From an optimization exercise on the open Yosys and OpenROAD flow, aimed at a short achievable clock period and few clock cycles; shortcuts taken in it are not production practice. RTL that was checked went through simulation tests only; none was proved equivalent to the original. The RTL of runs 1 to 5 was laid out without a check of its function. Power is estimated from default activity; no workload was simulated.

$ cat design.v
`timescale 1ns / 1ps
module KSAdd #(parameter W = 32) (
    input  wire [W-1:0] a,
    input  wire [W-1:0] b,
    input  wire         cin,
    output wire [W-1:0] s
    );
    localparam L = $clog2(W + 1);
    wire [W:0] g [0:L];
    wire [W:0] p [0:L];
    assign g[0] = {a & b, cin};
    assign p[0] = {a ^ b, 1'b0};
    genvar i, j;
    generate
        for (j = 0; j < L; j = j + 1) begin : lvl
            for (i = 0; i <= W; i = i + 1) begin : bitx
                if (i >= (1 << j)) begin : op
                    assign g[j+1][i] = g[j][i] | (p[j][i] & g[j][i - (1 << j)]);
                    assign p[j+1][i] = p[j][i] & p[j][i - (1 << j)];
                end else begin : pass
                    assign g[j+1][i] = g[j][i];
                    assign p[j+1][i] = p[j][i];
                end
            end
        end
    endgenerate
    assign s = p[0][W:1] ^ g[L][W-1:0];
endmodule
module FastCmp #(parameter W = 32) (
    input  wire [W-1:0] a,
    input  wire [W-1:0] b,
    output wire         ltu,
    output wire         eq
    );
    localparam L = $clog2(W);
    wire [W-1:0] g [0:L];
    wire [W-1:0] p [0:L];
    assign g[0] = a & ~b;
    assign p[0] = ~(a ^ b);
    genvar i, j;
    generate
        for (j = 0; j < L; j = j + 1) begin : lvl
            for (i = 0; i < (W >> (j + 1)); i = i + 1) begin : grp
                assign g[j+1][i] = g[j][2*i+1] | (p[j][2*i+1] & g[j][2*i]);
                assign p[j+1][i] = p[j][2*i+1] & p[j][2*i];
            end
            for (i = (W >> (j + 1)); i < W; i = i + 1) begin : pad
                assign g[j+1][i] = 1'b0;
                assign p[j+1][i] = 1'b0;
            end
        end
    endgenerate
    assign ltu = ~(g[L][0] | p[L][0]);
    assign eq  = p[L][0];
endmodule
`timescale 1ns / 1ps
module RV32ICore(
    input  wire        CPU_CLK,
    input  wire        CPU_RST,
    output wire [31:0] IMEM_ADDR,
    input  wire [31:0] IMEM_RDATA,
    output wire [31:0] DMEM_ADDR,
    output wire [3:0]  DMEM_WE,
    output wire [31:0] DMEM_WDATA,
    input  wire [31:0] DMEM_RDATA
    );
    localparam BTB_IB = 4;                
    localparam BTB_N  = 1 << BTB_IB;
    localparam BTB_TB = 8;                
    localparam BTB_XB = 12;               
    wire clk = CPU_CLK;
    wire rst = CPU_RST;
    reg  [29:0] pcF;
    reg  [29:0] pcOut;
    reg  [31:0] maddr;
    reg         f2v, f2skid, f2pt, f2hit;
    reg  [1:0]  f2ctr;
    reg  [29:0] f2pc, f2ptgt;
    reg  [31:0] skid;
    reg         dv, dpt, dhit;
    reg  [1:0]  dctr;
    reg  [29:0] dpc, dptgt;
    reg  [31:0] ir;
    reg  [29:0] dimm;
    reg  [31:1] rs1oh, rs2oh;
    reg         ev, ept, ehit;
    reg  [1:0]  ectr;
    reg  [29:0] epc, elink, ebt, eptgt;
    reg  [31:0] ea, eb, ebx, es, epmi;
    reg         eaM, ebM, esM;
    reg         eAddRR, eAddMR, eAddRM, eSub, eSll, eSr, eSra, eXor, eOr, eAnd, eSlt, eSltu, eLink;
    reg         eBr, eJal, eJalr, eLd, eSt, eWen;
    reg  [2:0]  ef3;
    reg  [4:0]  erd;
    reg  [31:0] mres, mwdata;
    reg  [3:0]  mwe;
    reg         mLd, mWen;
    reg  [2:0]  mf3;
    reg  [4:0]  mrd;
    reg  [31:0] wres;
    reg         wLd, wWen;
    reg  [2:0]  wf3;
    reg  [1:0]  wlo;
    reg  [4:0]  wrd;
    wire [31:0] wdata;
    reg  [31:0] x2val;
    reg         x2Wen;
    reg  [4:0]  x2rd;
    wire        stall;
    wire        dred;
    reg  [31:0] rf [1:31];
    reg                btbV   [0:BTB_N-1];
    reg  [BTB_TB-1:0]  btbTag [0:BTB_N-1];
    reg  [BTB_XB-1:0]  btbT   [0:BTB_N-1];
    reg  [1:0]         btbC   [0:BTB_N-1];
    wire [31:0] A = eaM ? mres : ea;
    wire [31:0] B = ebM ? mres : eb;
    wire [31:0] S = esM ? mres : es;
    wire [31:0] sumRR, sumMR, sumRM;
    KSAdd #(32) addRR (.a(ea),   .b(ebx),   .cin(eSub), .s(sumRR));
    KSAdd #(32) addMR (.a(mres), .b(ebx),   .cin(eSub), .s(sumMR));
    KSAdd #(32) addRM (.a(ea),   .b(mres),  .cin(1'b0), .s(sumRM));
    wire [31:0] sum   = eaM ? sumMR : sumRR;
    wire        eqRR, eqMR, eqRM, ltuRR, ltuMR, ltuRM;
    FastCmp #(32) cmpRR (.a(ea),   .b(eb),   .ltu(ltuRR), .eq(eqRR));
    FastCmp #(32) cmpMR (.a(mres), .b(eb),   .ltu(ltuMR), .eq(eqMR));
    FastCmp #(32) cmpRM (.a(ea),   .b(mres), .ltu(ltuRM), .eq(eqRM));
    wire        ltRR  = (ea[31] ^ eb[31]) ? ea[31] : ltuRR;
    wire        ltMR  = (mres[31] ^ eb[31]) ? mres[31] : ltuMR;
    wire        ltRM  = (ea[31] ^ mres[31]) ? ea[31] : ltuRM;
    wire        brcRR = (ef3[2] ? (ef3[1] ? ltuRR : ltRR) : eqRR) ^ ef3[0];
    wire        brcMR = (ef3[2] ? (ef3[1] ? ltuMR : ltMR) : eqMR) ^ ef3[0];
    wire        brcRM = (ef3[2] ? (ef3[1] ? ltuRM : ltRM) : eqRM) ^ ef3[0];
    wire        brc   = eaM ? brcMR : (ebM ? brcRM : brcRR);
    wire        lt    = eaM ? ltMR  : (ebM ? ltRM  : ltRR);
    wire        ltu   = eaM ? ltuMR : (ebM ? ltuRM : ltuRR);
    wire [31:0] sll  = A << B[4:0];
    wire [31:0] sr   = $signed({eSra & A[31], A}) >>> B[4:0];
    wire [31:0] res  = ({32{eAddRR}} & sumRR)
                     | ({32{eAddMR}} & sumMR)
                     | ({32{eAddRM}} & sumRM)
                     | ({32{eSll}}  & sll)
                     | ({32{eSr}}   & sr)
                     | ({32{eXor}}  & (A ^ B))
                     | ({32{eOr}}   & (A | B))
                     | ({32{eAnd}}  & (A & B))
                     | ({32{eSlt}}  & {31'd0, lt})
                     | ({32{eSltu}} & {31'd0, ltu})
                     | ({32{eLink}} & {elink, 2'b00});
    wire        taken  = eJal | eJalr | (eBr & brc);
    wire        eptok  = (ebt == eptgt);
    wire        eBJ    = eBr | eJal;
    wire        misT   = ev & (eBJ ? (~ept | ~eptok) : (~eJalr & ept));
    wire        misN   = ev & (eBr ? ept : eJal ? (~ept | ~eptok) : (~eJalr & ept));
    wire        jneq   = eaM ? (mres != epmi) : (ea != epmi);
    wire        misJ   = ev & eJalr & (~ept | jneq);
    wire        mis    = misJ | (brc ? misT : misN);
    wire [29:0] seq    = ({30{dred}}                     & dbt)
                       | ({30{~dred & ~stall & fpt}}     & fptgt)
                       | ({30{~dred & ~stall & ~fpt}}    & (pcF + 30'd1))
                       | ({30{stall}}                    & pcF);
    wire [29:0] nxtT   = misT ? (eBJ  ? ebt : elink) : seq;
    wire [29:0] nxtN   = misN ? (eJal ? ebt : elink) : seq;
    wire [31:0] jtgt   = eaM ? sumMR : sumRR;
    wire [29:0] nxtB   = brc ? nxtT : nxtN;
    wire [29:0] nxt    = misJ ? jtgt[31:2] : nxtB;
    wire [29:0] rtgt   = eJalr ? jtgt[31:2] : ebt;
    reg  [3:0]  we_n;
    reg  [31:0] wd_n;
    always @(*) begin
        case (ef3[1:0])
            2'b00:   begin we_n = 4'b0001 << sum[1:0];            wd_n = {4{S[7:0]}};  end
            2'b01:   begin we_n = sum[1] ? 4'b1100 : 4'b0011;     wd_n = {2{S[15:0]}}; end
            default: begin we_n = 4'b1111;                        wd_n = S;            end
        endcase
    end
    wire [6:0] op  = ir[6:0];
    wire [2:0] f3  = ir[14:12];
    wire [4:0] rd  = ir[11:7];
    wire [4:0] rs1 = ir[19:15];
    wire [4:0] rs2 = ir[24:20];
    wire isLUI  = (op == 7'b0110111);
    wire isAUI  = (op == 7'b0010111);
    wire isJAL  = (op == 7'b1101111);
    wire isJALR = (op == 7'b1100111);
    wire isBR   = (op == 7'b1100011);
    wire isLD   = (op == 7'b0000011);
    wire isST   = (op == 7'b0100011);
    wire isOPI  = (op == 7'b0010011);
    wire isOP   = (op == 7'b0110011);
    wire use1 = isJALR | isBR | isLD | isST | isOPI | isOP;
    wire use2 = isBR | isST | isOP;
    wire wen  = (isLUI | isAUI | isJAL | isJALR | isLD | isOPI | isOP) & (rd != 5'd0);
    wire [31:0] immI = {{20{ir[31]}}, ir[31:20]};
    wire [31:0] immS = {{20{ir[31]}}, ir[31:25], ir[11:7]};
    wire [31:0] immB = {{19{ir[31]}}, ir[31], ir[7], ir[30:25], ir[11:8], 1'b0};
    wire [31:0] immU = {ir[31:12], 12'd0};
    wire [31:0] immJ = {{11{ir[31]}}, ir[31], ir[19:12], ir[20], ir[30:21], 1'b0};
    wire eHit1 = ev & eWen & (erd == rs1);
    wire eHit2 = ev & eWen & (erd == rs2);
    wire mHit1 = mWen & (mrd == rs1);
    wire mHit2 = mWen & (mrd == rs2);
    wire wHit1 = wWen & (wrd == rs1);
    wire wHit2 = wWen & (wrd == rs2);
    reg  [31:0] rf1, rf2;
    integer r;
    always @(*) begin
        rf1 = 32'd0;
        rf2 = 32'd0;
        for (r = 1; r < 32; r = r + 1) begin
            rf1 = rf1 | ({32{rs1oh[r]}} & rf[r]);
            rf2 = rf2 | ({32{rs2oh[r]}} & rf[r]);
        end
    end
    wire x2Hit1 = x2Wen & (x2rd == rs1);
    wire x2Hit2 = x2Wen & (x2rd == rs2);
    wire [31:0] rv1e = mHit1 ? mres : (x2Hit1 ? x2val : rf1);
    wire [31:0] rv2e = mHit2 ? mres : (x2Hit2 ? x2val : rf2);
    wire        wb1  = wHit1 & ~mHit1;
    wire        wb2  = wHit2 & ~mHit2;
    wire [31:0] rv2  = wb2 ? wdata : rv2e;
    wire aPc   = isAUI | isJAL;
    wire aZero = isLUI;
    wire bImm  = ~(isOP | isBR);
    wire aFwd  = eHit1 & use1 & ~aPc & ~aZero;
    wire bFwd  = eHit2 & use2 & ~bImm;
    wire sFwd  = eHit2 & isST;
    assign stall = dv & ((ev & eLd & eWen & ((use1 & erd == rs1) | (use2 & erd == rs2))) |
                       (mLd & mWen & ((use1 & mrd == rs1) | (use2 & mrd == rs2))) |
                       (aFwd & bFwd) | (bFwd & fIsSub));
    wire [31:0] immX = isST ? immS : ((isLUI | isAUI) ? immU : immI);
    wire [31:0] aval = wb1 & ~aZero & ~aPc ? wdata :
                       (aZero ? 32'd0 : (aPc ? {dpc, 2'b00} : rv1e));
    wire [31:0] bvale = bImm ? immX : rv2e;
    wire [31:0] bval  = wb2 & ~bImm ? wdata : bvale;
    wire [31:0] bvalx = wb2 & ~bImm ? (fIsSub ? ~wdata : wdata) : (fIsSub ? ~bvale : bvale);
    wire [29:0] dbt;
    KSAdd #(30) addBT (.a(dpc), .b(dimm), .cin(1'b0), .s(dbt));
    wire [31:0] dpmi = {dptgt, 2'b00} - immI;
    assign dred = dv & ~stall & ~dpt & (isJAL | (isBR & ir[31] & ~dhit));
    wire fIsSub  = isOP & (f3 == 3'b000) & ir[30];
    wire fAluOp  = isOP | isOPI;
    wire fLink   = isJAL | isJALR;
    wire fAdd    = (~fAluOp | (f3 == 3'b000)) & ~fLink;
    wire fSll    = fAluOp & (f3 == 3'b001);
    wire fSr     = fAluOp & (f3 == 3'b101);
    wire fSlt    = fAluOp & (f3 == 3'b010);
    wire fSltu   = fAluOp & (f3 == 3'b011);
    wire fXor    = fAluOp & (f3 == 3'b100);
    wire fOr     = fAluOp & (f3 == 3'b110);
    wire fAnd    = fAluOp & (f3 == 3'b111);
    wire [BTB_IB-1:0] fidx = pcF[BTB_IB-1:0];
    wire [BTB_TB-1:0] ftag = pcF[BTB_IB+BTB_TB-1:BTB_IB];
    wire        fhit  = btbV[fidx] & (btbTag[fidx] == ftag);
    wire [1:0]  fctr  = btbC[fidx];
    wire        fpt   = fhit & fctr[1];
    wire [29:0] fptgt = {pcF[29:BTB_XB], btbT[fidx]};
    assign IMEM_ADDR = {pcOut, 2'b00};
    wire [31:0] f2instr = f2skid ? skid : IMEM_RDATA;
    wire [31:1] f2rs1oh, f2rs2oh;
    genvar gi;
    generate
        for (gi = 1; gi < 32; gi = gi + 1) begin : rsdec
            assign f2rs1oh[gi] = (f2instr[19:15] == gi);
            assign f2rs2oh[gi] = (f2instr[24:20] == gi);
        end
    endgenerate
    wire        f2jal   = (f2instr[6:0] == 7'b1101111);
    wire [29:0] f2imm   = f2jal ? {{12{f2instr[31]}}, f2instr[19:12], f2instr[20], f2instr[30:22]}
                                : {{20{f2instr[31]}}, f2instr[7], f2instr[30:25], f2instr[11:9]};
    always @(posedge clk) begin
        if (rst) begin
            pcF <= 30'd0;
            f2v <= 1'b0; f2skid <= 1'b0;
            dv <= 1'b0;
            ev <= 1'b0;
            mwe <= 4'd0; mWen <= 1'b0; mLd <= 1'b0;
            wWen <= 1'b0; wLd <= 1'b0; x2Wen <= 1'b0;
        end else begin
            pcF    <= nxt;
            f2v    <= ~mis & ~dred & (stall ? f2v : 1'b1);
            f2skid <= ~mis & stall;
            dv     <= ~mis & (stall ? dv : (f2v & ~dred));
            ev     <= dv & ~stall & ~mis;
            mwe    <= (ev & eSt) ? we_n : 4'd0;
            mWen   <= ev & eWen;
            mLd    <= ev & eLd;
            wWen   <= mWen;
            x2Wen  <= wWen;
            wLd    <= mLd;
        end
        pcOut <= nxt & {30{~rst}};
        if (stall) begin
            if (!f2skid) skid <= IMEM_RDATA;
        end else begin
            f2pc <= pcF; f2pt <= fpt; f2ptgt <= fptgt; f2hit <= fhit; f2ctr <= fctr;
            ir <= f2instr; dimm <= f2imm; rs1oh <= f2rs1oh; rs2oh <= f2rs2oh;
            dpc <= f2pc; dpt <= f2pt; dptgt <= f2ptgt; dhit <= f2hit; dctr <= f2ctr;
        end
        epc <= dpc; elink <= dpc + 30'd1; ebt <= dbt; epmi <= dpmi; eptgt <= dred ? dbt : dptgt;
        ept <= dpt | dred; ehit <= dhit; ectr <= dctr;
        ea  <= aval;
        eb  <= bval;
        ebx <= bvalx;
        es  <= rv2;
        eaM <= aFwd; ebM <= bFwd; esM <= sFwd;
        eSub <= fIsSub; eSll <= fSll; eSr <= fSr; eSra <= ir[30];
        eXor <= fXor; eOr <= fOr; eAnd <= fAnd; eSlt <= fSlt; eSltu <= fSltu;
        eAddRR <= fAdd & ~aFwd & ~bFwd; eAddMR <= fAdd & aFwd; eAddRM <= fAdd & bFwd;
        eLink <= fLink;
        eBr <= isBR; eJal <= isJAL; eJalr <= isJALR; eLd <= isLD; eSt <= isST; eWen <= wen;
        ef3 <= f3; erd <= rd;
        mres <= res; maddr <= sum; mwdata <= wd_n; mf3 <= ef3; mrd <= erd;
        wres <= mres; wf3 <= mf3; wlo <= mres[1:0]; wrd <= mrd;
        x2val <= wdata; x2rd <= wrd;
        if (x2Wen) rf[x2rd] <= x2val;
    end
    reg               uV, uTaken, uJ, uHit;
    reg  [1:0]        uCtr;
    reg  [BTB_IB-1:0] uIdx;
    reg  [BTB_TB-1:0] uTag;
    reg  [BTB_XB-1:0] uTgt;
    integer k;
    always @(posedge clk) begin
        uV <= ~rst & ev & (eBr | eJal | eJalr);
        uTaken <= taken; uJ <= eJal | eJalr; uHit <= ehit; uCtr <= ectr;
        uIdx <= epc[BTB_IB-1:0]; uTag <= epc[BTB_IB+BTB_TB-1:BTB_IB]; uTgt <= rtgt[BTB_XB-1:0];
        for (k = 0; k < BTB_N; k = k + 1)
            btbV[k] <= ~rst & (btbV[k] | (uV & uTaken & (uIdx == k)));
        if (uV) begin
            if (uTaken) begin
                btbTag[uIdx] <= uTag;
                btbT[uIdx]   <= uTgt;
                btbC[uIdx]   <= uJ ? 2'b11 : (uHit ? ((uCtr == 2'b11) ? 2'b11 : uCtr + 2'b01) : 2'b10);
            end else if (uHit) begin
                btbC[uIdx]   <= (uCtr == 2'b00) ? 2'b00 : uCtr - 2'b01;
            end
        end
    end
    assign DMEM_ADDR  = maddr;
    assign DMEM_WE    = mwe;
    assign DMEM_WDATA = mwdata;
    wire [7:0]  lb = wlo[1] ? (wlo[0] ? DMEM_RDATA[31:24] : DMEM_RDATA[23:16])
                            : (wlo[0] ? DMEM_RDATA[15:8]  : DMEM_RDATA[7:0]);
    wire [15:0] lh = wlo[1] ? DMEM_RDATA[31:16] : DMEM_RDATA[15:0];
    reg  [31:0] ldata;
    always @(*) begin
        case (wf3)
            3'b000:  ldata = {{24{lb[7]}}, lb};
            3'b100:  ldata = {24'd0, lb};
            3'b001:  ldata = {{16{lh[15]}}, lh};
            3'b101:  ldata = {16'd0, lh};
            default: ldata = DMEM_RDATA;
        endcase
    end
    assign wdata = wLd ? ldata : wres;
endmodule
$ cat config.mk
export PLATFORM = sky130hd
export DESIGN_NAME = RV32ICore
export DESIGN_NICKNAME = RV32ICore
export VERILOG_FILES = /design/flow/design.v
export SDC_FILE = /design/flow/constraint.sdc
export NUM_CORES = 4
export LEC_CHECK = 0
export CAP_MARGIN = 20
export CORE_MARGIN = 2
export CORE_UTILIZATION = 30
export GPL_ROUTABILITY_DRIVEN = 1
export GPL_TIMING_DRIVEN = 1
export PLACE_DENSITY = 0.45
export SETUP_SLACK_MARGIN = 5
export SLEW_MARGIN = 20
export TNS_END_PERCENT = 100
$ cat flow/run.sh
#!/bin/bash
set -euo pipefail
bash standard.sh SETUP_SLACK_MARGIN=${MARGIN:-7} finish > standard_flow.log 2>&1
$ cat constraint.sdc
create_clock -name core_clock -period 10.0 [get_ports {CPU_CLK}]
set_input_delay 2.0000 -clock core_clock [delete_from_list [all_inputs] [get_ports {CPU_CLK}]]
set_output_delay 2.0000 -clock core_clock [all_outputs]
set_load 0.01 [all_outputs]
$ cat standard.sh
#!/bin/bash
# synth_recipe.tcl (not shown) runs the flow's synth.tcl, then flattens the netlist and writes it again
# the make line also repeats each setting of config.mk as NAME=value (left out here)
make -C /OpenROAD-flow-scripts/flow DESIGN_CONFIG=/design/flow/config.mk WORK_HOME=/design/flow/orfs CLKGATE_MAP_FILE= SYNTH_SCRIPT=/design/flow/synth_recipe.tcl "${@:-finish}"
==> results of run 1 <==
-- per-layer routing --
layer,GRT usage,wire (um)
met2,0.417,213000
met1,0.403,208000
met3,0.0837,67700
met5,0,359
met4,0.140,31300
-- registers in the layout (all words and copies together) (netlist names), 32 cells and up --
| register | cells |
|---|---|
| ea | 32 |
| ir | 32 |
| epmi | 32 |
| mwdata | 32 |
| maddr | 32 |
| x2val | 32 |
| rf | 992 |
| btbC | 32 |
| eb | 32 |
| btbT | 192 |
| mres | 32 |
| btbTag | 128 |
| es | 32 |
| ebx | 32 |
| skid | 32 |
-- layout by cell type (no fill, tap or decap), types with 108 or more instances in the layout --
master / n
a21oi_1: 354
a221oi_1: 279
a22o_1: 275
a22oi_1: 414
buf_4: 516
buf_6: 229
clkbuf_16: 263
dfxtp_1: 432
dfxtp_2: 108
edfxtp_1: 1574
ha_1: 249
inv_1: 259
mux2i_1: 116
nand2_1: 466
nand3_1: 154
nand4_1: 181
nor2_1: 496
o21ai_0: 138
xnor2_1: 209
-- repair_timing --
action	CTS	global route
pin swaps	235	258
endpoints found under the hold margin	0	0
gates cloned	22	15
buffers inserted	324	147
gates resized for setup	1520	552
endpoints found under the setup margin	758	549
-- worst max-delay path, cell delays in order, from the launching register on --
cell      delay [ps]
dfxtp_1          320
xnor2_1          500
nand4_1          340
nor4_2           490
a21oi_1          150
o21ai_2          660
nor4_2           110
or4_4            620
buf_12           160
buf_16           130
a222oi_1         400
a21oi_1          130
-- layout make-up --
type	instances	area, um^2	share of cell area
clock buffer	295	6610	0.0515
tap	4387	5490	0.0427
clock inverter	155	1840	0.0143
antenna	15	37.5	0.000292
inverter	294	1160	0.00903
multi-input combinational	5293	43900	0.342
sequential	2170	59500	0.464
timing repair buffer	954	9850	0.0767
timing repair inverter	1	7.51	0.0000584
-- cell families after synthesis --
kind of cell | Yosys count | synth area share
adders and majority gates | 322 | 0.0406
AOI/OAI and AO/OA | 2488 | 0.180
and+or+nand+nor | 1824 | 0.0845
muxes | 337 | 0.0456
xor gates and xnor gates | 317 | 0.0277
DFF | 2170 | 0.591
other | 1 | 0.0000375
buffers and inverters | 795 | 0.0306
-- power by group --
group	internal (W)	switching (W)	total (W)
sequential	0.0106	0.000741	0.0114
combinational	0.00254	0.00413	0.00667
clock	0.00565	0.00398	0.00962
total	0.0188	0.00885	0.0277
-- worst paths after layout --
kind,endpoint,slack (ps),cells after the start,from
setup reg to reg,pcOut[13]$_DFF_P_,5870,11,ebt[12]$_DFF_P_
hold reg to reg,uCtr[1]$_DFF_P_,320,0,ectr[1]$_DFF_P_
setup / recovery,pcOut[13]$_DFF_P_,5870,11,ebt[12]$_DFF_P_
hold / removal,uCtr[1]$_DFF_P_,320,0,ectr[1]$_DFF_P_
-- stage by stage --
| step | cells | util |
|---|---|---|
| global route | 13553 | 0.386 |
| detailed placement | 12591 | 0.326 |
| floorplan | 8255 | - |
| global placement | 12590 | 0.326 |
| finish | 13564 | 0.386 |
| CTS | 13387 | 0.374 |
==> out/qor.csv, run 1 <==
metric,value,unit
crit path capture type,flip-flop,
DRC viols,0,
# nets final,9344,
"FF+latch count, synth",2170,
CTS sink count,2170,
hold crit path type,reg2reg,
Max-Cap Viols,0,
post-DR vias/cell,6.25,
post-route ant nets,0,
DP Wirelength,320,mm
Rows,212,
# setup viols final,0,
Port Buffers,163,
Area Growth Syn to Fin,28.3,%
largest net degree at the start of global routing,85,
CTS Buf Count,242,
DRT Wirelength,520,mm
Hold Slack,321,ps
Max IR drop VDD,156,uV
Setup CP Type,reg2reg,
GP Congestion,0.958,
CP Launch Type,flip-flop,
"Design Area, Final",128000,um^2
final period utilization,0.413,
Worst-Skew Late Latency,1000,ps
Worst-Margin Slew,1270,ps
width of the die,582,um
final count of pins violating max slew,0,
CTS tree,done,
PwrDens,215,nW/um^2
worst clock skew,109,ps
top cell type's share of synthesized area,0.472,
Slew HR,0.153,
Post-Syn Area,100000,um^2
Post-synth EDFFs,1574,
Max Fclk,242,MHz
Unique masters post-synth,97,
fraction of registers with async set/reset,0,
Die Span Y,582,um
crit path DAT,4950,ps
Leak,45.7,nW
CTS Root Cell,clkbuf_16,
Syn. warnings,5,
maximum clock path buffer count,4,
initial antenna violation count,41,
fraction of layout cells with a size suffix above 1,0.276,
number of fill cells in the layout,31624,
Area contributors post-synth,"edfxtp_1 (47%), dfxtp_1 (12%), ha_1 (4.0%)",
first-pass GRT wire length,685,mm
Hold Buf Count CTS,0,
Critical Path RT,10830,ps
setup TNS,0,ps
synthesized area per cell,12.1,um^2
gr usage total,0.292,
Iteration-0 DRC Markers,15013,
Die ar.,338000,um^2
routed length per instance,38.3,um
total grt overflow,0,
initial cell density of the core,0.301,
"count leader, synth",edfxtp_1,
post-synthesis sequential area ratio,0.591,
final worst slack,5870,ps
post-synthesis instance total,8254,
number of global-route vias before repair,79587,
htree depth,4,
cell taking the most area after synthesis,edfxtp_1,
outcome,finished clean,
Post-synth top cells,"edfxtp_1 (1574), dfxtp_1 (596), nor2_1 (583)",
RSZ-0062 raised after global routing,true,
CP max FO,9,
total power,0.0277,W
Hold Fails Final Rpt,0,
IO Pins,166,
drt first pass iters,10,
Synth Flop Type,edfxtp_1,
"worst slack, placed",4580,ps
via count,84785,
placed cell area,109000,um^2
core footprint,333000,um^2
"CTS clk-pin slew, worst paths",70,ps
crit path time final,4130,ps
==> run 2: changes to the inputs <==
--- a/design.v
+++ b/design.v
@@ -107,6 +107,9 @@
     reg         x2Wen;
     reg  [4:0]  x2rd;
     wire        stall;
+    reg         rmis;
+    reg  [29:0] rnpc;
+    wire        ek = ev & ~rmis;
     wire        dred;
     reg  [31:0] rf [1:31];
     reg                btbV   [0:BTB_N-1];
@@ -150,20 +153,18 @@
     wire        taken  = eJal | eJalr | (eBr & brc);
     wire        eptok  = (ebt == eptgt);
     wire        eBJ    = eBr | eJal;
-    wire        misT   = ev & (eBJ ? (~ept | ~eptok) : (~eJalr & ept));
-    wire        misN   = ev & (eBr ? ept : eJal ? (~ept | ~eptok) : (~eJalr & ept));
+    wire        misT   = ek & (eBJ ? (~ept | ~eptok) : (~eJalr & ept));
+    wire        misN   = ek & (eBr ? ept : eJal ? (~ept | ~eptok) : (~eJalr & ept));
     wire        jneq   = eaM ? (mres != epmi) : (ea != epmi);
-    wire        misJ   = ev & eJalr & (~ept | jneq);
+    wire        misJ   = ek & eJalr & (~ept | jneq);
     wire        mis    = misJ | (brc ? misT : misN);
     wire [29:0] seq    = ({30{dred}}                     & dbt)
                        | ({30{~dred & ~stall & fpt}}     & fptgt)
                        | ({30{~dred & ~stall & ~fpt}}    & (pcF + 30'd1))
                        | ({30{stall}}                    & pcF);
-    wire [29:0] nxtT   = misT ? (eBJ  ? ebt : elink) : seq;
-    wire [29:0] nxtN   = misN ? (eJal ? ebt : elink) : seq;
     wire [31:0] jtgt   = eaM ? sumMR : sumRR;
-    wire [29:0] nxtB   = brc ? nxtT : nxtN;
-    wire [29:0] nxt    = misJ ? jtgt[31:2] : nxtB;
+    wire [29:0] enpc   = eJalr ? jtgt[31:2] : ((eJal | (eBr & brc)) ? ebt : elink);
+    wire [29:0] nxt    = rmis ? rnpc : seq;
     wire [29:0] rtgt   = eJalr ? jtgt[31:2] : ebt;
     reg  [3:0]  we_n;
     reg  [31:0] wd_n;
@@ -273,18 +274,19 @@
             pcF <= 30'd0;
             f2v <= 1'b0; f2skid <= 1'b0;
             dv <= 1'b0;
-            ev <= 1'b0;
+            ev <= 1'b0; rmis <= 1'b0;
             mwe <= 4'd0; mWen <= 1'b0; mLd <= 1'b0;
             wWen <= 1'b0; wLd <= 1'b0; x2Wen <= 1'b0;
         end else begin
             pcF    <= nxt;
-            f2v    <= ~mis & ~dred & (stall ? f2v : 1'b1);
-            f2skid <= ~mis & stall;
-            dv     <= ~mis & (stall ? dv : (f2v & ~dred));
-            ev     <= dv & ~stall & ~mis;
-            mwe    <= (ev & eSt) ? we_n : 4'd0;
-            mWen   <= ev & eWen;
-            mLd    <= ev & eLd;
+            f2v    <= ~rmis & ~dred & (stall ? f2v : 1'b1);
+            f2skid <= ~rmis & stall;
+            dv     <= ~rmis & (stall ? dv : (f2v & ~dred));
+            ev     <= dv & ~stall & ~rmis;
+            rmis   <= mis;
+            mwe    <= (ek & eSt) ? we_n : 4'd0;
+            mWen   <= ek & eWen;
+            mLd    <= ek & eLd;
             wWen   <= mWen;
             x2Wen  <= wWen;
             wLd    <= mLd;
@@ -310,6 +312,7 @@
         eLink <= fLink;
         eBr <= isBR; eJal <= isJAL; eJalr <= isJALR; eLd <= isLD; eSt <= isST; eWen <= wen;
         ef3 <= f3; erd <= rd;
+        rnpc <= enpc;
         mres <= res; maddr <= sum; mwdata <= wd_n; mf3 <= ef3; mrd <= erd;
         wres <= mres; wf3 <= mf3; wlo <= mres[1:0]; wrd <= mrd;
         x2val <= wdata; x2rd <= wrd;
@@ -322,7 +325,7 @@
     reg  [BTB_XB-1:0] uTgt;
     integer k;
     always @(posedge clk) begin
-        uV <= ~rst & ev & (eBr | eJal | eJalr);
+        uV <= ~rst & ek & (eBr | eJal | eJalr);
         uTaken <= taken; uJ <= eJal | eJalr; uHit <= ehit; uCtr <= ectr;
         uIdx <= epc[BTB_IB-1:0]; uTag <= epc[BTB_IB+BTB_TB-1:BTB_IB]; uTgt <= rtgt[BTB_XB-1:0];
         for (k = 0; k < BTB_N; k = k + 1)
==> out/qor.csv, run 2 <==
metric,value,unit,change
Post-Syn Area,102000,um^2,+1.4%
max reg flops,992,,unchanged
Area Growth Syn to Fin,28.2,%,
GP Congestion,0.959,,about the same
HP Start,mf3[1]$_DFF_P_,,
CP Launch Type,flip-flop,,
"FF+latch count, synth",2201,,+1.4%
Hold Slack,327,ps,+6.07 ps
largest net degree at the start of global routing,72,,-15%
routed length per instance,38.1,um,-0.60%
DRT Wirelength,522,mm,+0.41%
crit path capture type,flip-flop,,
Critical Path RT,10780,ps,-50 ps
Area contributors post-synth,"edfxtp_1 (47%), dfxtp_1 (12%), ha_1 (3.9%)",,
Die ar.,343000,um^2,+1.4%
crit-path cells,buf_6 -> buf_8 -> ha_4 -> a21oi_2 -> nand3_1 -> a221oi_2 -> o221ai_4 -> o311ai_4 -> buf_6 -> a221oi_4 -> nor3b_4 -> buf_12 -> buf_12 -> mux2_4 -> mux2_4,,
Synth Flop Type,edfxtp_1,,
via count,84672,,-0.13%
CTS sink count,2201,,+1.4%
core footprint,337000,um^2,+1.2%
post-synthesis instance total,8251,,-0.036%
maximum clock path buffer count,4,,unchanged
final period utilization,0.372,,-0.0403
# nets final,9346,,+0.021%
crit path DAT,4500,ps,-450 ps
total power,0.0277,W,about the same
Worst-Skew Late Latency,1010,ps,about the same
width of the die,586,um,+0.71%
number of global-route vias before repair,79886,,+0.38%
largest registers,"rf (992), btbT (192), btbTag (128)",,
path depth of the worst reg2reg path,15,,+4
"Design Area, Final",130000,um^2,+1.3%
PwrDens,213,nW/um^2,-1.3%
gr usage total,0.292,,-0.000305
Port Buffers,163,,unchanged
CTS tree,done,,
Setup CP Type,reg2reg,,
Leak,46.5,nW,+1.8%
drt first pass iters,9,,-1
Iteration-0 DRC Markers,14223,,-5.3%
initial cell density of the core,0.301,,+0.000733
register name with the most flops,rf,,
Die Span Y,586,um,+0.71%
final count of pins violating max slew,0,,unchanged
max incr delay on CP,560,ps,-100 ps
most frequent cells in the layout,"edfxtp_1 (1574), buf_4 (523), nor2_1 (476)",,
reg-to-reg endpoint,rnpc[25]$_DFF_P_,,
Worst Hold Endpoint,wf3[1]$_DFF_P_,,
worst clock skew,133,ps,+23.5 ps
CTS Root Cell,clkbuf_16,,
DP Wirelength,322,mm,+0.54%
CP max FO,7,,-2
outcome,finished clean,,
setup TNS,0,ps,unchanged
Rows,213,,+0.47%
R2R setup slack,6280,ps,+400 ps
Slew HR,0.157,,+0.00412
Post-synth EDFFs,1574,,unchanged
Worst-Margin Slew,1260,ps,-6.17 ps
CTS Buf Count,244,,+0.83%
"count leader, synth",edfxtp_1,,
initial antenna violation count,42,,+2.4%
Hold Fails Final Rpt,0,,unchanged
cell taking the most area after synthesis,edfxtp_1,,
synthesized area per cell,12.3,um^2,+1.5%
Max-Cap Viols,0,,unchanged
post-route ant nets,0,,unchanged
crit path time final,3720,ps,-403 ps
Unique masters post-synth,97,,unchanged
"most common cell after layout, fill and taps aside",edfxtp_1,,
post-synthesis sequential area ratio,0.589,,-0.00228
fraction of registers with async set/reset,0,,unchanged
IO Pins,166,,unchanged
Post-synth top cells,"edfxtp_1 (1574), dfxtp_1 (627), nor2_1 (537)",,
RSZ-0062 raised after global routing,true,,
Max IR drop VDD,285,uV,+82%
final worst slack,6280,ps,+403 ps
Hold Buf Count CTS,0,,unchanged
htree depth,4,,unchanged
hold crit path type,reg2reg,,
Syn. warnings,5,,unchanged
Max Fclk,269,MHz,+11%
"CTS clk-pin slew, worst paths",60,ps,about the same
Hold Crit Depth,0,,unchanged
total grt overflow,0,,unchanged
first-pass GRT wire length,691,mm,+0.87%
DRC viols,0,,unchanged
placed cell area,110000,um^2,+1.5%
"Slowest-stage cell, CP",o311ai_4,,
"worst slack, placed",4820,ps,+242 ps
# setup viols final,0,,unchanged
fraction of layout cells with a size suffix above 1,0.272,,-0.00386
post-DR vias/cell,6.18,,-1.1%
critical register-to-register path startpoint,mres[3]$_DFF_P_,,
top cell type's share of synthesized area,0.466,,-0.00670
[run 2: changes by cell type in the layout (fill, tap and decap cells not counted), sizes merged, moves of 45 or more]
cell	previous run	this run
nor2	586	541
nand2	498	437
o21ai	286	224
mux2i	176	294
a21oi	484	399
a31oi	26	72
[run 2: stage by stage]
step | util | std cells
after global routing | 0.386 | 13685
after detailed placement | 0.327 | 12734
after CTS | 0.375 | 13541
after floorplan | - | 8252
final | 0.386 | 13701
after global placement | 0.327 | 12734
[run 2: final cells by class]
class,instances,area (um^2)
clock buffer,320,6660
timing repair buffer,956,9990
multi-input combinational,5265,45000
antenna,19,47.5
tap,4515,5650
inverter,287,1180
sequential,2201,60200
clock inverter,135,1380
fill,32044,207000
timing repair inverter,3,38.8
[run 2: worst max-delay path by stage]
stage | depth (start not counted) | slack [ps] | to | start
after floorplan | 10 | 6220 | ebx[9]$_DFF_P_ | DMEM_RDATA[31]
after global placement | 14 | 4790 | pcOut[16]$_DFF_P_ | ir[0]$_DFFE_PN_
after detailed placement | 14 | 4820 | pcOut[19]$_DFF_P_ | ir[1]$_DFFE_PN_
after CTS | 14 | 6420 | rnpc[19]$_DFF_P_ | eb[20]$_DFF_P_
after global routing | 15 | 6290 | rnpc[19]$_DFF_P_ | mres[3]$_DFF_P_
final | 15 | 6280 | rnpc[25]$_DFF_P_ | mres[3]$_DFF_P_
[run 2: cells by family after synthesis]
family                   count (synthesis)  share of synthesized area
adder cells (fa/ha/maj)                322                     0.0400
AO/OA/AOI/OAI                         2368                      0.171
multiplexers                           478                     0.0592
AND/OR/NAND/NOR                       1779                     0.0835
XOR/XNOR                               313                     0.0270
other                                    1                  0.0000369
buffers and inverters                  789                     0.0303
flip-flops                            2201                      0.589
[run 2: repair_timing]
| item | 4_1_cts | 5_1_grt |
|---|---|---|
| buffers inserted | 323 | 131 |
| endpoints found under the setup margin | 794 | 485 |
| gates cloned | 29 | 10 |
| resized for setup | 1599 | 560 |
| pin swaps | 222 | 248 |
[run 2: worst max-delay path, delay by kind of cell (launching register included)]
kind                     cells  cell delay, ps
buffers and inverters        5             750
AO/OA/AOI/OAI                5            1260
flip-flops                   1             380
multiplexers                 2             570
adder cells (fa/ha/maj)      1             250
AND/OR/NAND/NOR              2             370
[run 2: layer usage]
metal | share of wire | vias up | global-route usage
met5 | 0.00061 | - | 0.00504
met4 | 0.063 | 22 | 0.147
met3 | 0.13 | 1487 | 0.0842
met2 | 0.41 | 6633 | 0.415
met1 | 0.40 | 42688 | 0.400
li1 | - | 33842 | -
[run 2: power breakdown]
| part | internal (W) | total (W) | switching [W] |
|---|---|---|---|
| logic | 0.00269 | 0.00693 | 0.00424 |
| registers | 0.0108 | 0.0115 | 0.000761 |
| clock network | 0.00525 | 0.00921 | 0.00396 |
==> run 3: changes to the inputs <==
--- a/design.v
+++ b/design.v
@@ -108,7 +108,8 @@
     reg  [4:0]  x2rd;
     wire        stall;
     reg         rmis;
-    reg  [29:0] rnpc;
+    reg  [29:0] rnpcT, rnpcN;
+    reg         rbrc;
     wire        ek = ev & ~rmis;
     wire        dred;
     reg  [31:0] rf [1:31];
@@ -163,7 +164,9 @@
                        | ({30{~dred & ~stall & ~fpt}}    & (pcF + 30'd1))
                        | ({30{stall}}                    & pcF);
     wire [31:0] jtgt   = eaM ? sumMR : sumRR;
-    wire [29:0] enpc   = eJalr ? jtgt[31:2] : ((eJal | (eBr & brc)) ? ebt : elink);
+    wire [29:0] enpcT  = eJalr ? jtgt[31:2] : ((eJal | eBr) ? ebt : elink);
+    wire [29:0] enpcN  = eJalr ? jtgt[31:2] : (eJal ? ebt : elink);
+    wire [29:0] rnpc   = rbrc ? rnpcT : rnpcN;
     wire [29:0] nxt    = rmis ? rnpc : seq;
     wire [29:0] rtgt   = eJalr ? jtgt[31:2] : ebt;
     reg  [3:0]  we_n;
@@ -312,7 +315,7 @@
         eLink <= fLink;
         eBr <= isBR; eJal <= isJAL; eJalr <= isJALR; eLd <= isLD; eSt <= isST; eWen <= wen;
         ef3 <= f3; erd <= rd;
-        rnpc <= enpc;
+        rnpcT <= enpcT; rnpcN <= enpcN; rbrc <= brc;
         mres <= res; maddr <= sum; mwdata <= wd_n; mf3 <= ef3; mrd <= erd;
         wres <= mres; wf3 <= mf3; wlo <= mres[1:0]; wrd <= mrd;
         x2val <= wdata; x2rd <= wrd;
==> out/qor.csv, run 3 <==
metric,value,unit,change
outcome,finished clean,,
post-route ant nets,0,,unchanged
core footprint,340000,um^2,+1.0%
fraction of layout cells with a size suffix above 1,0.280,,+0.00736
final period utilization,0.356,,-0.0166
first-pass GRT wire length,701,mm,+1.5%
P_int,0.0194,W,+3.5%
Max IR drop VDD,189,uV,-34%
largest registers,"rf (992), btbT (192), btbTag (128)",,
post-synthesis sequential area ratio,0.589,,about the same
initial antenna violation count,44,,+4.8%
switching power,0.00931,W,+4.0%
Hold Buf Count CTS,0,,unchanged
DRT Wirelength,529,mm,+1.4%
crit path capture type,flip-flop,,
top cell type's share of synthesized area,0.460,,-0.00522
total grt overflow,0,,unchanged
"non-filler cells, final",13986,,+2.1%
Hold Fails Final Rpt,0,,unchanged
setup TNS,0,ps,unchanged
CTS Buf Count,264,,+8.2%
Die ar.,347000,um^2,+1.1%
CTS sink count,2232,,+1.4%
Die Span Y,589,um,+0.56%
Worst-Margin Slew,1280,ps,+11.8 ps
Worst-Skew Late Latency,920,ps,-90 ps
DRC viols,0,,unchanged
Switching Share,0.325,,+0.00109
Synth Flop Type,edfxtp_1,,
width of the die,589,um,+0.56%
register share of total power,0.401,,-0.016
R2R setup slack,6440,ps,+170 ps
routed length per instance,37.8,um,-0.69%
Unique masters post-synth,87,,-10%
htree depth,5,,+1
number of fill cells in the layout,32014,,-0.094%
crit path DAT,4290,ps,-210 ps
dpl cells,12953,,+1.7%
cell taking the most area after synthesis,edfxtp_1,,
via count,86274,,+1.9%
post-synthesis instance total,8457,,+2.5%
Max-Cap Viols,0,,unchanged
Hold Crit Depth,0,,unchanged
PwrDens,217,nW/um^2,+1.9%
"most common cell after layout, fill and taps aside",edfxtp_1,,
crit-path cells,buf_16 -> mux4_2 -> mux2i_2 -> xor2_1 -> nand3_1 -> or4_4 -> a211oi_4 -> buf_12 -> mux2_2 -> a221oi_2 -> a221oi_1,,
GP Congestion,0.947,,-1.3%
drt first pass iters,9,,unchanged
"Design Area, Final",132000,um^2,+1.7%
fraction of registers with async set/reset,0,,unchanged
post-DR vias/cell,6.17,,-0.18%
reg-to-reg endpoint,pcOut[10]$_DFF_P_,,
CTS tree,done,,
Area Growth Syn to Fin,28.9,%,
worst clock skew,48.2,ps,-84.7 ps
critical register-to-register path startpoint,pcF[0]$_SDFF_PP0_,,
maximum clock path buffer count,4,,unchanged
CP max FO,13,,+6
Iteration-0 DRC Markers,13691,,-3.7%
DP Wirelength,326,mm,+1.3%
clock group share of total power,0.337,,+0.004
initial cell density of the core,0.302,,+0.000325
total power,0.0287,W,+3.6%
Worst Hold Endpoint,uCtr[1]$_DFF_P_,,
Critical Path RT,10730,ps,-50 ps
gr usage total,0.291,,-0.000319
RSZ-0062 raised after global routing,true,,
Setup CP Type,reg2reg,,
Post-Syn Area,103000,um^2,+1.1%
"FF+latch count, synth",2232,,+1.4%
max reg flops,992,,unchanged
"worst slack, placed",5020,ps,+207 ps
# nets final,9610,,+2.8%
CTS Root Cell,clkbuf_16,,
hold crit path type,reg2reg,,
register name with the most flops,rf,,
largest net degree at the start of global routing,86,,+19%
Post-synth EDFFs,1574,,unchanged
synthesized area per cell,12.1,um^2,-1.3%
Area contributors post-synth,"edfxtp_1 (46%), dfxtp_1 (13%), ha_1 (3.9%)",,
CP Launch Type,flip-flop,,
"count leader, synth",edfxtp_1,,
"CTS clk-pin slew, worst paths",60,ps,about the same
max incr delay on CP,510,ps,-50 ps
path depth of the worst reg2reg path,11,,-4
Leak,47.1,nW,+1.3%
most frequent cells in the layout,"edfxtp_1 (1574), buf_4 (562), nor2_1 (523)",,
placed cell area,111000,um^2,+0.93%
final worst slack,6440,ps,+166 ps
"Slowest-stage cell, CP",mux4_2,,
Port Buffers,163,,unchanged
Max Fclk,281,MHz,+4.7%
final count of pins violating max slew,0,,unchanged
# setup viols final,0,,unchanged
Rows,214,,+0.47%
IO Pins,166,,unchanged
number of global-route vias before repair,81322,,+1.8%
Syn. warnings,5,,unchanged
HP Start,ectr[1]$_DFF_P_,,
Combinational Power Share,0.261,,+0.011
Post-synth top cells,"edfxtp_1 (1574), dfxtp_1 (658), nor2_1 (616)",,
Slew HR,0.140,,-0.0169
crit path time final,3560,ps,-166 ps
## run 3: cell count changes in the layout (fill, tap and decap cells not counted), moves of 30 or more
cell / delta
a221oi_2: +34
nor2b_1: +30
dfxtp_1: +51
buf_4: +39
nor2_1: +47
a31oi_1: -35
buf_6: +32
a21oi_1: +72
a211oi_1: +39
## run 3: timing repair
action | 4_1_cts | 5_1_grt
gates cloned | 27 | 9
pin swaps | 254 | 243
endpoints found under the setup margin | 792 | 1065
buffers inserted | 335 | 168
gates resized for setup | 1688 | 665
## run 3: worst max path at each step
stage                               endpoint  slack [ps]  depth (start not counted)              start
after global placement     pcOut[15]$_DFF_P_        4840                          9    ir[5]$_DFFE_PN_
after global routing      pcF[24]$_SDFF_PP0_        6330                         11  pcF[0]$_SDFF_PP0_
final                      pcOut[10]$_DFF_P_        6440                         11  pcF[0]$_SDFF_PP0_
after detailed placement      ebx[7]$_DFF_P_        5020                         10     DMEM_RDATA[23]
after floorplan               ebx[8]$_DFF_P_        6160                         11     DMEM_RDATA[31]
after CTS                  pcOut[10]$_DFF_P_        6490                         11  pcF[0]$_SDFF_PP0_
## run 3: power groups by stage
| stage | sequential [W] | combinational (W) | clock [W] |
|---|---|---|---|
| global route | 0.0115 | 0.00776 | 0.0101 |
| CTS | 0.0115 | 0.00655 | 0.00977 |
| finish | 0.0115 | 0.00750 | 0.00967 |
| global placement | 0.0116 | 0.00525 | 0 |
| floorplan | 0.0116 | 0.00266 | 0 |
| detailed placement | 0.0117 | 0.00524 | 0 |
## run 3: through the flow
stage	hold WS, ps	utilization
6_report	325	0.389
5_1_grt	328	0.389
4_1_cts	327	0.376
3_5_place_dp	314	0.327
3_3_place_gp	311	0.327
2_1_floorplan	310	-
## run 3: layout make-up
type                            count  area (um^2)  share of cell area
Multi-Input combinational cell   5428        46000               0.347
Antenna cell                       20         50.0            0.000378
Tap cell                         4536         5680              0.0429
Timing Repair inverter              3         23.8            0.000180
Timing Repair Buffer              999        10200              0.0774
Clock inverter                    115         1030             0.00780
Inverter                          294         1220             0.00921
Sequential cell                  2232        60700               0.459
Clock buffer                      359         7420              0.0561
## run 3: cells by family (layout without fill, tap and decap cells)
logic type	after synthesis	count (layout)	share of synthesized area
compound gates	2478	2479	0.174
xor+xnor	327	327	0.0279
fa+ha+maj	322	322	0.0395
buf+inv	805	1770	0.0303
flops	2232	2232	0.589
mux	440	440	0.0550
other cells	1	22	0.0000365
simple gates	1852	1858	0.0851
## run 3: critical path: cells and delay by family (launching register included)
family                 cells  cell delay [ps]
AND/OR/NAND/NOR            2              550
XOR/XNOR                   1              160
flip-flops                 1              460
AO/OA/AOI/OAI              3              770
multiplexers               3             1050
buffers and inverters      2              380
## run 3: metal layers
| layer | vias up | track usage | part of all wire |
|---|---|---|---|
| met4 | 40 | 0.135 | 0.057 |
| met5 | - | 0 | 0.00061 |
| met1 | 43741 | 0.399 | 0.40 |
| met3 | 1414 | 0.0839 | 0.12 |
| met2 | 6444 | 0.423 | 0.42 |
| li1 | 34635 | - | - |
==> run 4: changes to the inputs <==
--- a/design.v
+++ b/design.v
@@ -64,7 +64,7 @@
     output wire [31:0] DMEM_WDATA,
     input  wire [31:0] DMEM_RDATA
     );
-    localparam BTB_IB = 4;                
+    localparam BTB_IB = 5;                
     localparam BTB_N  = 1 << BTB_IB;
     localparam BTB_TB = 8;                
     localparam BTB_XB = 12;               
==> out/qor.csv, run 4 <==
metric,value,unit,change
GP Congestion,0.969,,+2.3%
most frequent cells in the layout,"edfxtp_1 (1926), buf_4 (658), nor2_1 (553)",,
"Design Area, Final",151000,um^2,+14%
Post-synth EDFFs,1926,,+22%
"FF+latch count, synth",2602,,+17%
reg-to-reg endpoint,pcOut[11]$_DFF_P_,,
hold crit path type,reg2reg,,
Worst-Margin Slew,1290,ps,+13.2 ps
crit path capture type,flip-flop,,
mux share of post-synthesis cell area,0.0702,,+0.0153
P_int,0.0227,W,+17%
Buf/Inv on CP,3,,+1
max reg flops,992,,unchanged
fraction of layout cells with a size suffix above 1,0.299,,+0.0192
htree depth,5,,unchanged
Worst Hold Endpoint,uTag[2]$_DFF_P_,,
CTS Root Cell,clkbuf_16,,
Hold Fails Final Rpt,0,,unchanged
post-synthesis sequential area ratio,0.610,,+0.0214
Setup CP Type,reg2reg,,
"count leader, synth",edfxtp_1,,
outcome,finished clean,,
width of the die,629,um,+6.7%
placed cell area,127000,um^2,+14%
Worst-Skew Late Latency,980,ps,+60 ps
# nets final,10343,,+7.6%
largest net degree at the start of global routing,75,,-13%
switching power,0.0102,W,+10%
post-DR vias/cell,6.07,,-1.6%
CP max FO,7,,-6
drt first pass iters,10,,+1
Max-Cap Viols,0,,unchanged
Combinational Power Share,0.247,,-0.014
fraction of registers with async set/reset,0,,unchanged
crit path DAT,4530,ps,+240 ps
via count,93518,,+8.4%
Area Growth Syn to Fin,29.0,%,
final count of pins violating max slew,0,,unchanged
# setup viols final,0,,unchanged
R2R setup slack,6290,ps,-150 ps
path depth of the worst reg2reg path,11,,unchanged
register share of total power,0.401,,about the same
gr usage total,0.277,,-0.0142
crit path time final,3710,ps,+152 ps
largest registers,"rf (992), btbT (384), btbTag (256)",,
Die ar.,395000,um^2,+14%
Slew HR,0.135,,-0.00498
crit-path cells,buf_4 -> buf_12 -> bufbuf_16 -> mux4_2 -> mux2i_4 -> o32ai_2 -> xnor2_2 -> nand3_2 -> or4_4 -> a211o_1 -> a221oi_1,,
Critical Path RT,10820,ps,+90 ps
critical register-to-register path startpoint,pcF[0]$_SDFF_PP0_,,
total power,0.0329,W,+15%
initial antenna violation count,38,,-14%
Hold Crit Depth,0,,unchanged
area of the multi-input gates,49800,um^2,+8.3%
synthesized area per cell,12.9,um^2,+6.2%
CTS tree,done,,
Switching Share,0.311,,-0.0134
Post-Syn Area,117000,um^2,+14%
Synth Area in Compound Gates,0.157,,-0.0166
Max IR drop VDD,140,uV,-26%
CP Launch Type,flip-flop,,
DRT Wirelength,573,mm,+8.3%
Leak,53.4,nW,+13%
dpl cells,14213,,+9.7%
HP Start,epc[7]$_DFF_P_,,
"CTS clk-pin slew, worst paths",60,ps,about the same
Die Span Y,629,um,+6.7%
largest family of logic cells by synthesized area,compound AO/OA/AOI/OAI gates,,
Unique masters post-synth,84,,-3.4%
Port Buffers,163,,unchanged
final period utilization,0.371,,+0.0152
cell taking the most area after synthesis,edfxtp_1,,
initial cell density of the core,0.301,,-0.000592
register name with the most flops,rf,,
Area contributors post-synth,"edfxtp_1 (49%), dfxtp_1 (12%), mux4_2 (3.6%)",,
worst clock skew,118,ps,+69.5 ps
Register Area,71800,um^2,+18%
setup TNS,0,ps,unchanged
total grt overflow,0,,unchanged
Iteration-0 DRC Markers,14081,,+2.8%
Syn. warnings,5,,unchanged
Top delay family on crit path,simple AND/OR/NAND/NOR gates,,
RSZ-0062 raised after global routing,true,,
Post-synth top cells,"edfxtp_1 (1926), dfxtp_1 (676), nor2_1 (665)",,
simple-gate area share of the yosys netlist,0.0746,,-0.0105
"most common cell after layout, fill and taps aside",edfxtp_1,,
Synth Area in Adders,0.0349,,-0.00462
DRC viols,0,,unchanged
first-pass GRT wire length,766,mm,+9.2%
max incr delay on CP,640,ps,+130 ps
number of global-route vias before repair,89804,,+10%
clock group share of total power,0.352,,+0.015
maximum clock path buffer count,4,,unchanged
PwrDens,218,nW/um^2,+0.55%
CTS Buf Count,304,,+15%
number of fill cells in the layout,36665,,+15%
post-route ant nets,0,,unchanged
Max Fclk,270,MHz,-4.1%
CTS sink count,2602,,+17%
DP Wirelength,350,mm,+7.2%
"Slowest-stage cell, CP",or4_4,,
Synth Flop Type,edfxtp_1,,
core footprint,389000,um^2,+14%
IO Pins,166,,unchanged
"non-filler cells, final",15413,,+10%
Synth Area in XOR/XNOR,0.0242,,-0.00371
post-synthesis instance total,9077,,+7.3%
top cell type's share of synthesized area,0.494,,+0.0340
routed length per instance,37.2,um,-1.7%
Rows,229,,+7.0%
run 4: metal layers:
layer / global-route usage / wire length, um
met2: 0.412 / 244000
met4: 0.155 / 40600
met1: 0.370 / 228000
met3: 0.0671 / 60600
met5: 0 / 192
run 4: logic make-up (layout without fill, tap and decap cells):
group / count (synthesis) / count (layout)
compound gates: 2506 / 2506
xor+xnor: 323 / 323
fa+ha+maj: 324 / 324
buf+inv: 872 / 1990
flops: 2602 / 2602
mux: 577 / 577
other cells: 1 / 18
simple gates: 1872 / 1876
run 4: area by class of cell:
class	count	share of cell area
timing repair inverter	3	0.000323
clock inverter	159	0.0123
timing repair buffer	1119	0.0747
sequential	2602	0.475
clock buffer	394	0.0556
tap	5197	0.0431
inverter	315	0.00874
multi-input combinational	5608	0.330
antenna	16	0.000265
run 4: per-stage QoR:
| stage | util | hold WS, ps | setup slack, ps |
|---|---|---|---|
| CTS | 0.376 | 271 | 6410 |
| finish | 0.389 | 282 | 6290 |
| floorplan | - | 310 | 6050 |
| global route | 0.389 | 278 | 6240 |
| global placement | 0.326 | 311 | 4700 |
| detailed placement | 0.326 | 312 | 4690 |
run 4: power by group through the flow:
stage	Sequential (W)	Combinational [W]	Clock [W]
floorplan	0.0134	0.00281	0
global placement	0.0134	0.00542	0
detailed placement	0.0134	0.00543	0
CTS	0.0132	0.00694	0.0117
global route	0.0132	0.00843	0.0121
finish	0.0132	0.00812	0.0116
run 4: how the worst max path moves through the flow:
stage	start	end	slack [ps]	cells past startpoint
after floorplan	DMEM_RDATA[31]	ebx[31]$_DFF_P_	6050	10
after global placement	pcF[0]$_SDFF_PP0_	pcOut[19]$_DFF_P_	4700	11
after detailed placement	pcF[0]$_SDFF_PP0_	pcOut[2]$_DFF_P_	4690	10
after CTS	pcF[0]$_SDFF_PP0_	pcOut[11]$_DFF_P_	6410	12
after global routing	pcF[0]$_SDFF_PP0_	pcF[26]$_SDFF_PP0_	6240	15
final	pcF[0]$_SDFF_PP0_	pcOut[11]$_DFF_P_	6290	11
run 4: repair_timing:
item	CTS	global route
endpoints found under the setup margin	964	641
gates cloned	28	10
gates resized for setup	1787	654
buffers inserted	387	206
hold buffers	0	0
pin swaps	287	298
==> run 5: changes to the inputs <==
--- a/design.v
+++ b/design.v
@@ -64,7 +64,7 @@
     output wire [31:0] DMEM_WDATA,
     input  wire [31:0] DMEM_RDATA
     );
-    localparam BTB_IB = 5;                
+    localparam BTB_IB = 4;                
     localparam BTB_N  = 1 << BTB_IB;
     localparam BTB_TB = 8;                
     localparam BTB_XB = 12;               
--- a/config.mk
+++ b/config.mk
@@ -7,10 +7,10 @@
 export LEC_CHECK = 0
 export CAP_MARGIN = 20
 export CORE_MARGIN = 2
-export CORE_UTILIZATION = 30
+export CORE_UTILIZATION = 45
 export GPL_ROUTABILITY_DRIVEN = 1
 export GPL_TIMING_DRIVEN = 1
-export PLACE_DENSITY = 0.45
+export PLACE_DENSITY = 0.6
 export SETUP_SLACK_MARGIN = 5
 export SLEW_MARGIN = 20
 export TNS_END_PERCENT = 100
==> out/qor.csv, run 5 <==
metric,value,unit,change
Unique masters post-synth,87,,+3.6%
width of the die,482,um,-23%
Leak,46.5,nW,-13%
"CTS clk-pin slew, worst paths",70,ps,about the same
Die ar.,232000,um^2,-41%
DP Wirelength,288,mm,-18%
crit path time final,3470,ps,-237 ps
gr usage total,0.394,,+0.117
number of global-route vias before repair,80550,,-10%
CTS tree,done,,
maximum clock path buffer count,3,,-1
worst clock skew,99.8,ps,-17.9 ps
crit path capture type,flip-flop,,
CTS sink count,2232,,-14%
Most Frequent Cell on Critical Path,a221oi_2,,
outcome,finished clean,,
GP Congestion,1.01,,+4.3%
mux share of post-synthesis cell area,0.0550,,-0.0153
Rows,175,,-24%
final period utilization,0.347,,-0.0237
CTS Root Cell,clkbuf_16,,
Post-synth top cells,"edfxtp_1 (1574), dfxtp_1 (658), nor2_1 (616)",,
max reg flops,992,,unchanged
# setup viols final,0,,unchanged
post-synthesis instance total,8457,,-6.8%
routed length per instance,38.6,um,+3.8%
PwrDens,217,nW/um^2,-0.30%
setup TNS,0,ps,unchanged
Synth Area in XOR/XNOR,0.0279,,+0.00371
crit path DAT,4210,ps,-320 ps
initial cell density of the core,0.452,,+0.151
Iteration-0 DRC Markers,17166,,+22%
crit-path cells,buf_8 -> bufbuf_16 -> mux4_2 -> mux2i_4 -> xor2_1 -> a21o_1 -> nand3_2 -> a211oi_4 -> buf_12 -> nor3_4 -> a311oi_2 -> a221oi_2 -> a221oi_2,,
DRT Wirelength,477,mm,-17%
"Slowest-stage cell, CP",mux4_2,,
post-route ant nets,0,,unchanged
Max-Cap Viols,0,,unchanged
"count leader, synth",edfxtp_1,,
Hold Fails Final Rpt,0,,unchanged
core footprint,227000,um^2,-42%
"FF+latch count, synth",2232,,-14%
htree depth,4,,-1
register name with the most flops,rf,,
via count,87209,,-6.7%
IO Pins,166,,unchanged
simple-gate area share of the yosys netlist,0.0851,,+0.0105
DRC viols,0,,unchanged
R2R setup slack,6530,ps,+240 ps
Slew HR,0.141,,+0.00581
Post-synth EDFFs,1574,,-18%
# nets final,9517,,-8.0%
Critical Path RT,10740,ps,-80 ps
total grt overflow,0,,unchanged
synthesized area per cell,12.1,um^2,-5.8%
"most common cell after layout, fill and taps aside",edfxtp_1,,
final count of pins violating max slew,0,,unchanged
cell taking the most area after synthesis,edfxtp_1,,
RSZ-0062 raised after global routing,true,,
Max Fclk,288,MHz,+6.8%
largest net degree at the start of global routing,93,,+24%
drt first pass iters,13,,+3
Port Buffers,163,,unchanged
top cell type's share of synthesized area,0.460,,-0.0340
Syn. warnings,5,,unchanged
dpl cells,11385,,-20%
Hold Buf Count CTS,0,,unchanged
hold crit path type,reg2reg,,
placed cell area,109000,um^2,-14%
Setup CP Type,reg2reg,,
Worst-Skew Late Latency,950,ps,-30 ps
fraction of layout cells with a size suffix above 1,0.267,,-0.0321
Max IR drop VDD,208,uV,+48%
crit path launch,pcF[0]$_SDFF_PP0_,,
Post-Syn Area,103000,um^2,-12%
Synth Area in Compound Gates,0.174,,+0.0166
CTS Buf Count,224,,-26%
most frequent cells in the layout,"edfxtp_1 (1574), buf_4 (542), nor2_1 (533)",,
Worst-Margin Slew,1270,ps,-14.4 ps
Synth Area in Adders,0.0395,,+0.00462
Die Span Y,482,um,-23%
Top delay family on crit path,compound AO/OA/AOI/OAI gates,,
fraction of registers with async set/reset,0,,unchanged
CP max FO,8,,+1
"non-filler cells, final",12349,,-20%
final worst slack,6530,ps,+237 ps
"Design Area, Final",129000,um^2,-15%
"worst slack, placed",4960,ps,+268 ps
post-synthesis sequential area ratio,0.589,,-0.0214
first-pass GRT wire length,638,mm,-17%
largest registers,"rf (992), btbT (192), btbTag (128)",,
max incr delay on CP,520,ps,-120 ps
HP Start,mf3[1]$_DFF_P_,,
Synth Flop Type,edfxtp_1,,
critical register-to-register path startpoint,pcF[0]$_SDFF_PP0_,,
initial antenna violation count,22,,-42%
Area Growth Syn to Fin,25.3,%,
Buf/Inv on CP,3,,unchanged
CP Launch Type,flip-flop,,
largest family of logic cells by synthesized area,compound AO/OA/AOI/OAI gates,,
post-DR vias/cell,7.06,,+16%
Area contributors post-synth,"edfxtp_1 (46%), dfxtp_1 (13%), ha_1 (3.9%)",,
[run 5: cell count changes after synthesis, moves of 37 or more]
| cell | previous run | this run |
|---|---|---|
| a21oi_1 | 449 | 492 |
| a221oi_1 | 386 | 349 |
| a22oi_1 | 334 | 422 |
| edfxtp_1 | 1926 | 1574 |
| mux4_2 | 186 | 88 |
| nor2_1 | 665 | 616 |
| o21ai_0 | 198 | 246 |
[run 5: logic make-up after synthesis]
kind of cell / Yosys count
AO/OA/AOI/OAI: 2478
flip-flops: 2232
AND/OR/NAND/NOR: 1852
buffers and inverters: 805
multiplexers: 440
XOR/XNOR: 327
adder cells (fa/ha/maj): 322
other: 1
[run 5: through the flow]
step | hold WS (ps) | util | power [W]
after global routing | 312 | 0.566 | 0.0285
after detailed placement | 312 | 0.480 | 0.0166
after global placement | 312 | 0.480 | 0.0166
after floorplan | 310 | - | 0.0142
final | 289 | 0.566 | 0.0279
after CTS | 299 | 0.545 | 0.0267
[run 5: where the power goes]
part / internal [W] / leakage [nW] / switching (W)
sequential: 0.0109 / 20.2 / 0.000642
combinational: 0.00290 / 22.4 / 0.00448
clock: 0.00524 / 3.85 / 0.00379
total: 0.0190 / 46.5 / 0.00891
[run 5: metal layers]
| metal | up-vias | part of all wire | routed length (um) | track usage |
|---|---|---|---|---|
| met3 | 2087 | 0.16 | 76400 | 0.152 |
| met2 | 7984 | 0.40 | 191000 | 0.544 |
| li1 | 34396 | - | - | - |
| met5 | - | 0.00052 | 246 | 0.00311 |
| met1 | 42724 | 0.36 | 174000 | 0.528 |
| met4 | 18 | 0.076 | 36200 | 0.220 |
[run 5: final timing paths]
path,endpoint,depth (start not counted)
worst max-delay path,pcOut[20]$_DFF_P_,13
worst min-delay path,wf3[1]$_DFF_P_,0
worst max register to register,pcOut[20]$_DFF_P_,13
worst min register to register,wf3[1]$_DFF_P_,0
[run 5: final cells by class]
class	count	area (um^2)
Tap cell	3009	3760
Fill cell	18243	98400
Antenna cell	14	35.0
Sequential cell	2232	60800
Clock inverter	116	1570
Timing Repair inverter	1	7.51
Inverter	294	1240
Clock buffer	307	6300
Timing Repair Buffer	953	9730
Multi-Input combinational cell	5423	45200
[run 5: what timing repair did]
item	4_1_cts	5_1_grt
buffers inserted	299	193
gates cloned	23	10
pin swaps	212	262
endpoints found under the setup margin	772	620
gates resized for setup	1405	728
==> run 6: changes to the inputs <==
--- a/design.v
+++ b/design.v
@@ -5,7 +5,7 @@
     input  wire         cin,
     output wire [W-1:0] s
     );
-    localparam L = $clog2(W + 1);
+    localparam L = (W + 1 > 32) ? 6 : 5;     
     wire [W:0] g [0:L];
     wire [W:0] p [0:L];
     assign g[0] = {a & b, cin};
@@ -32,7 +32,7 @@
     output wire         ltu,
     output wire         eq
     );
-    localparam L = $clog2(W);
+    localparam L = (W > 32) ? 6 : 5;         
     wire [W-1:0] g [0:L];
     wire [W-1:0] p [0:L];
     assign g[0] = a & ~b;
==> out/qor.csv, run 6 <==
metric,value,unit,change
PwrDens,217,nW/um^2,unchanged
Switching Share,0.319,,unchanged
Hold Slack,289,ps,unchanged
Post-synth EDFFs,1574,,unchanged
worst clock skew,99.8,ps,unchanged
drt first pass iters,13,,unchanged
initial antenna violation count,22,,unchanged
Top delay family on crit path,compound AO/OA/AOI/OAI gates,,
Worst-Margin Slew,1270,ps,unchanged
Most Frequent Cell on Critical Path,a221oi_2,,
CP Launch Type,flip-flop,,
number of global-route vias before repair,80550,,unchanged
routed length per instance,38.6,um,unchanged
DP Wirelength,288,mm,unchanged
outcome,finished clean,,
crit path time final,3470,ps,unchanged
maximum clock path buffer count,3,,unchanged
top cell type's share of synthesized area,0.460,,unchanged
GP Congestion,1.01,,unchanged
R2R setup slack,6530,ps,about the same
IO Pins,166,,unchanged
"Slowest-stage cell, CP",mux4_2,,
final count of pins violating max slew,0,,unchanged
Slew HR,0.141,,unchanged
most frequent cells in the layout,"edfxtp_1 (1574), buf_4 (542), nor2_1 (533)",,
via count,87209,,unchanged
Port Buffers,163,,unchanged
Area Growth Syn to Fin,25.3,%,unchanged
setup TNS,0,ps,unchanged
Setup CP Type,reg2reg,,
max incr delay on CP,520,ps,about the same
# setup viols final,0,,unchanged
total grt overflow,0,,unchanged
post-DR vias/cell,7.06,,unchanged
Max Fclk,288,MHz,unchanged
cell taking the most area after synthesis,edfxtp_1,,
largest registers,"rf (992), btbT (192), btbTag (128)",,
Hold Crit Depth,0,,unchanged
"FF+latch count, synth",2232,,unchanged
RSZ-0062 raised after global routing,true,,
"CTS clk-pin slew, worst paths",70,ps,about the same
width of the die,482,um,unchanged
Die Span Y,482,um,unchanged
crit path launch,pcF[0]$_SDFF_PP0_,,
max reg flops,992,,unchanged
critical register-to-register path startpoint,pcF[0]$_SDFF_PP0_,,
reg-to-reg endpoint,pcOut[20]$_DFF_P_,,
Die ar.,232000,um^2,unchanged
gr usage total,0.394,,unchanged
Max IR drop VDD,208,uV,unchanged
total power,0.0279,W,unchanged
CTS Buf Count,224,,unchanged
Hold Buf Count CTS,0,,unchanged
Synth Flop Type,edfxtp_1,,
Max-Cap Viols,0,,unchanged
core footprint,227000,um^2,unchanged
DRC viols,0,,unchanged
"non-filler cells, final",12349,,unchanged
CTS Root Cell,clkbuf_16,,
htree depth,4,,unchanged
register share of total power,0.413,,about the same
hold crit path type,reg2reg,,
final period utilization,0.347,,unchanged
Post-Syn Area,103000,um^2,unchanged
Syn. warnings,5,,unchanged
post-synthesis sequential area ratio,0.589,,unchanged
Area contributors post-synth,"edfxtp_1 (46%), dfxtp_1 (13%), ha_1 (3.9%)",,
CP max FO,8,,unchanged
dpl cells,11385,,unchanged
fraction of registers with async set/reset,0,,unchanged
Critical Path RT,10740,ps,about the same
==> run 6: cell counts in the layout (fill, tap and decap cells not counted) <==
Identical to the previous run, type by type.
==> run 6: power groups by stage <==
stage	clock network (W)	logic (W)	registers (W)
after detailed placement	0	0.00494	0.0117
after CTS	0.00903	0.00614	0.0115
after global placement	0	0.00491	0.0117
after floorplan	0	0.00266	0.0116
final	0.00903	0.00738	0.0115
after global routing	0.00939	0.00760	0.0115
==> run 6: area by class of cell <==
class	count	area [um^2]	share of cell area
antenna	14	35.0	0.000272
clock buffer	307	6300	0.0490
clock inverter	116	1570	0.0122
inverter	294	1240	0.00964
multi-input combinational	5423	45200	0.351
sequential	2232	60800	0.473
tap	3009	3760	0.0293
timing repair buffer	953	9730	0.0756
timing repair inverter	1	7.51	0.0000584
==> run 6: through the flow <==
| stage | util | setup WS [ps] |
|---|---|---|
| 3_3_place_gp | 0.480 | 5020 |
| 5_1_grt | 0.566 | 6430 |
| 3_5_place_dp | 0.480 | 4960 |
| 2_1_floorplan | - | 6160 |
| 6_report | 0.566 | 6530 |
| 4_1_cts | 0.545 | 6560 |
==> run 6: how the worst max path moves through the flow <==
stage                               endpoint  cells after the start
final                      pcOut[20]$_DFF_P_                     13
after global routing      pcF[20]$_SDFF_PP0_                     15
after CTS                       IMEM_ADDR[6]                      1
after detailed placement  rs2oh[9]$_DFFE_PN_                      9
after global placement     pcOut[22]$_DFF_P_                     12
after floorplan               ebx[8]$_DFF_P_                     11
==> run 6: cell families after synthesis <==
kind of cell               after synthesis  share of synthesized area
other                                    1                  0.0000365
AOI/OAI and AO/OA                     2478                      0.174
adders and majority gates              322                     0.0395
muxes                                  440                     0.0550
and+or+nand+nor                       1852                     0.0851
DFF                                   2232                      0.589
xor gates and xnor gates               327                     0.0279
buffers and inverters                  805                     0.0303
==> run 6: timing repair <==
item                       4_1_cts  5_1_grt
buffers inserted               299      193
gates resized for setup       1405      728
setup endpoints to repair      772      620
gates cloned                    23       10
pin swaps                      212      262
==> run 6: per-layer routing <==
layer  vias up  track usage  part of all wire
li1      34396            -                 -
met1     42724        0.528              0.36
met2      7984        0.544              0.40
met3      2087        0.152              0.16
met4        18        0.220             0.076
met5         -      0.00311           0.00052
Testbench counts of run 6, summed over its fixed seeds: cycles 310,390.

Re-timed with assumed drivers on the ports (clkbuf_16 on the clock, buf_2 on other inputs), run 6 has 6.508 ns of setup slack against 6.528 ns with ideal ports, and 5.564 ns once port delays also move by the mid clock arrival of 0.992 ns.
